From an optimization exercise on the open Yosys and OpenROAD flow, aimed at small area and a short achievable clock period; shortcuts taken in it are not production practice.
Power figures rest on the tool's default switching activity, not on a simulated workload.

the previous run:
## mojo_top
module mojo_top(
   input          clk,               
   input          rst_n,             
   input          mosi,
   output         miso,
   input          sclk,
   input          cs
);
For scale: roughly 13000 cells after synthesis, about 6 I/O pins, roughly 250000 um2 of cells after synthesis.
==> module Edge, before the edit <==
module Edge(
   input wire        nReset,
   input wire        Clk,
   input wire        en,         
   input wire        en_next,    
   input wire [7:0]  PixelIn,
   output reg [7:0]  PixelOut
);
   parameter WIDTH  = 1000;
   parameter WIDTH2 = WIDTH*2;
   parameter BUFF   = WIDTH*2 + 10;
   parameter P      = 30;                  
   localparam NR    = BUFF / P;            
   reg [4:0] c;
   reg       pend;
   reg       sh;                           
   reg       shn;                          
   wire      req  = en | pend;
   wire [4:0] c_n = (sh || c == P-1) ? 5'd0 : c + 5'd1;
   wire      sh_n = (en_next | (req & ~sh)) & (c_n == 5'd0);
   always @(posedge Clk) begin
      if (!nReset) begin
         c    <= 5'd0;
         pend <= 1'b0;
         sh   <= 1'b0;
         shn  <= 1'b1;
      end else begin
         c    <= c_n;
         pend <= req & ~sh;
         sh   <=  sh_n;
         shn  <= ~sh_n;
      end
   end
   reg [6*(BUFF+1)-1:0] pd;
   function [5:0] ringin;
      input [5:0] prev;
      input [5:0] tail;
      input       take;
      input       keep;
      ringin = (prev & {6{take}}) | (tail & {6{keep}});
   endfunction
   generate
      genvar i;
      for (i = 0; i <= BUFF; i = i + 1) begin : slot
         if (i == 0) begin : first
            always @(posedge Clk)
               pd[5:0] <= ringin(PixelIn[7:2], pd[6*(P-1) +: 6], sh, shn);
         end else if (i == BUFF) begin : last
            always @(posedge Clk)
               pd[6*i +: 6] <= sh ? pd[6*(i-1) +: 6] : pd[6*i +: 6];
         end else if (i % P == 0) begin : head
            always @(posedge Clk)
               pd[6*i +: 6] <= ringin(pd[6*(i-1) +: 6], pd[6*(i+P-1) +: 6], sh, shn);
         end else begin : body
            always @(posedge Clk)
               pd[6*i +: 6] <= pd[6*(i-1) +: 6];
         end
      end
   endgenerate
   reg [5:0] b0, b1, b2, m0, m2, t0, t1, t2;
   always @(posedge Clk) begin
      if (sh_n) begin
         b0 <= pd[6*tapi(BUFF) +: 6];
         b1 <= pd[6*tapi(BUFF-1) +: 6];
         b2 <= pd[6*tapi(BUFF-2) +: 6];
         m0 <= pd[6*tapi(BUFF-WIDTH) +: 6];
         m2 <= pd[6*tapi(BUFF-WIDTH-2) +: 6];
         t0 <= pd[6*tapi(BUFF-WIDTH2) +: 6];
         t1 <= pd[6*tapi(BUFF-WIDTH2-1) +: 6];
         t2 <= pd[6*tapi(BUFF-WIDTH2-2) +: 6];
      end
   end
   function integer tapi;
      input integer k;
      if (k == BUFF)        tapi = k;            
      else if (k % P == 0)  tapi = k + P - 1;    
      else                  tapi = k - 1;
   endfunction
   function [5:0] absd;
      input [5:0] a;
      input [5:0] b;
      absd = (a > b) ? a - b : b - a;
   endfunction
   reg [4:0] horz_bottom, horz_top, vert_left, vert_right;
   reg [5:0] horz_middle, vert_middle;
   always @(posedge Clk) begin
      horz_bottom <= absd(b0, b2) >> 1;
      horz_middle <= absd(m0, m2);
      horz_top    <= absd(t0, t2) >> 1;
      vert_right  <= absd(b0, t0) >> 1;
      vert_middle <= absd(b1, t1);
      vert_left   <= absd(b2, t2) >> 1;
   end
   reg [6:0] s_a, s_b;
   reg [5:0] s_c;
   always @(posedge Clk) begin
      s_a <= horz_bottom + horz_middle;
      s_b <= vert_middle + vert_left;
      s_c <= horz_top + vert_right;
      if (en) PixelOut <= s_a + s_b + s_c;
   end
endmodule
==> flow/config.mk <==
export PLATFORM = sky130hd
export DESIGN_NAME = mojo_top
export DESIGN_NICKNAME = mojo_top
export VERILOG_FILES = /design/flow/design.v
export SDC_FILE = /design/flow/constraint.sdc
export NUM_CORES = 4
export LEC_CHECK = 0
export CAP_MARGIN = 20
export CORE_MARGIN = 2
export CORE_UTILIZATION = 55
export CTS_CLUSTER_DIAMETER = 80
export CTS_CLUSTER_SIZE = 30
export PLACE_DENSITY = 0.65
export SETUP_SLACK_MARGIN = 2.5
export SLEW_MARGIN = 20
==> flow/constraint.sdc <==
create_clock -name core_clock -period 5.0 [get_ports {clk}]
set_input_delay 1.0000 -clock core_clock [delete_from_list [all_inputs] [get_ports {clk}]]
set_output_delay 1.0000 -clock core_clock [all_outputs]
set_load 0.01 [all_outputs]
run.sh (not shown) runs the stock make flow with config.mk's settings and CLKGATE_MAP_FILE= SYNTH_SCRIPT=/design/flow/synth_recipe.tcl, a recipe that flattens the netlist after the stock synthesis.
Here is what was changed in the inputs of the current run compared with the previous run.
diff --git a/flow/design.v b/flow/design.v
--- a/flow/design.v
+++ b/flow/design.v
@@ -130,23 +130,12 @@
       end
    endgenerate
-   reg [5:0] b0, b1, b2, m0, m2, t0, t1, t2;
-   always @(posedge Clk) begin
-      if (sh_n) begin
-         b0 <= pd[6*tapi(BUFF) +: 6];
-         b1 <= pd[6*tapi(BUFF-1) +: 6];
-         b2 <= pd[6*tapi(BUFF-2) +: 6];
-         m0 <= pd[6*tapi(BUFF-WIDTH) +: 6];
-         m2 <= pd[6*tapi(BUFF-WIDTH-2) +: 6];
-         t0 <= pd[6*tapi(BUFF-WIDTH2) +: 6];
-         t1 <= pd[6*tapi(BUFF-WIDTH2-1) +: 6];
-         t2 <= pd[6*tapi(BUFF-WIDTH2-2) +: 6];
-      end
-   end
-   function integer tapi;
-      input integer k;
-      if (k == BUFF)        tapi = k;            
-      else if (k % P == 0)  tapi = k + P - 1;    
-      else                  tapi = k - 1;
-   endfunction
+   wire [5:0] b0 = pd[6*(BUFF)          +: 6];
+   wire [5:0] b1 = pd[6*(BUFF-1)        +: 6];
+   wire [5:0] b2 = pd[6*(BUFF-2)        +: 6];
+   wire [5:0] m0 = pd[6*(BUFF-WIDTH)    +: 6];
+   wire [5:0] m2 = pd[6*(BUFF-WIDTH-2)  +: 6];
+   wire [5:0] t0 = pd[6*(BUFF-WIDTH2)   +: 6];
+   wire [5:0] t1 = pd[6*(BUFF-WIDTH2-1) +: 6];
+   wire [5:0] t2 = pd[6*(BUFF-WIDTH2-2) +: 6];
    function [5:0] absd;
       input [5:0] a;
@@ -157,10 +146,12 @@
    reg [5:0] horz_middle, vert_middle;
    always @(posedge Clk) begin
-      horz_bottom <= absd(b0, b2) >> 1;
-      horz_middle <= absd(m0, m2);
-      horz_top    <= absd(t0, t2) >> 1;
-      vert_right  <= absd(b0, t0) >> 1;
-      vert_middle <= absd(b1, t1);
-      vert_left   <= absd(b2, t2) >> 1;
+      if (sh) begin
+         horz_bottom <= absd(b0, b2) >> 1;
+         horz_middle <= absd(m0, m2);
+         horz_top    <= absd(t0, t2) >> 1;
+         vert_right  <= absd(b0, t0) >> 1;
+         vert_middle <= absd(b1, t1);
+         vert_left   <= absd(b2, t2) >> 1;
+      end
    end
    reg [6:0] s_a, s_b;
[summary]
No stage failed in the current run, and the final checks on the layout all came back clean.
Compared with the previous run, the current run shows a lower fmax.
The current run vs. the previous run: vertical die dimension was more or less identical; leakage power went down; last weighted congestion value of the routability-driven placer higher; clock buffer count flat.
For the previous run, the type of the worst setup path was reg2out, unlike the current run, where it was reg2reg.
Min overall die area across the current run and the previous run: the current run
Relative to the previous run, count of cell instances traversed by the critical path has gone up in the current run.
The current run vs the previous run, synthesized netlist cell count went down by 46.
No functional check of the RTL was part of any run of this note.

what the ideal ports hide:
The flow's constraints put no driver on any port. The routed layouts listed below were extracted and timed again, unchanged, in two steps.
Step 1 (the two cells are an assumption about what drives the block):
set clk [get_ports {clk}]
set_driving_cell -lib_cell sky130_fd_sc_hd__clkbuf_16 $clk
set_driving_cell -lib_cell sky130_fd_sc_hd__buf_2 [delete_from_list [all_inputs] $clk]
Step 2 times the ports against the registers' clock, not the clock port: input delays grow and output delays shrink by t, the midpoint of the rising clock arrivals with the driver on.
Slacks: no drivers / after step 1 / after step 2; pairs: no drivers / after step 1.
run | t, ns | setup slack, ns | clock arrival spread, ns | worst data-port slew with drivers (ns) | cell pins on the clock port's net
the previous run | 1.090 | 2.547 / 2.444 / 2.563 | 0.075 / 0.076 | 0.03 | 1
the current run | 1.071 | 2.519 / 2.472 / 2.519 | 0.056 / 0.056 | 0.03 | 1
After both steps setup and hold are still met in every run listed.
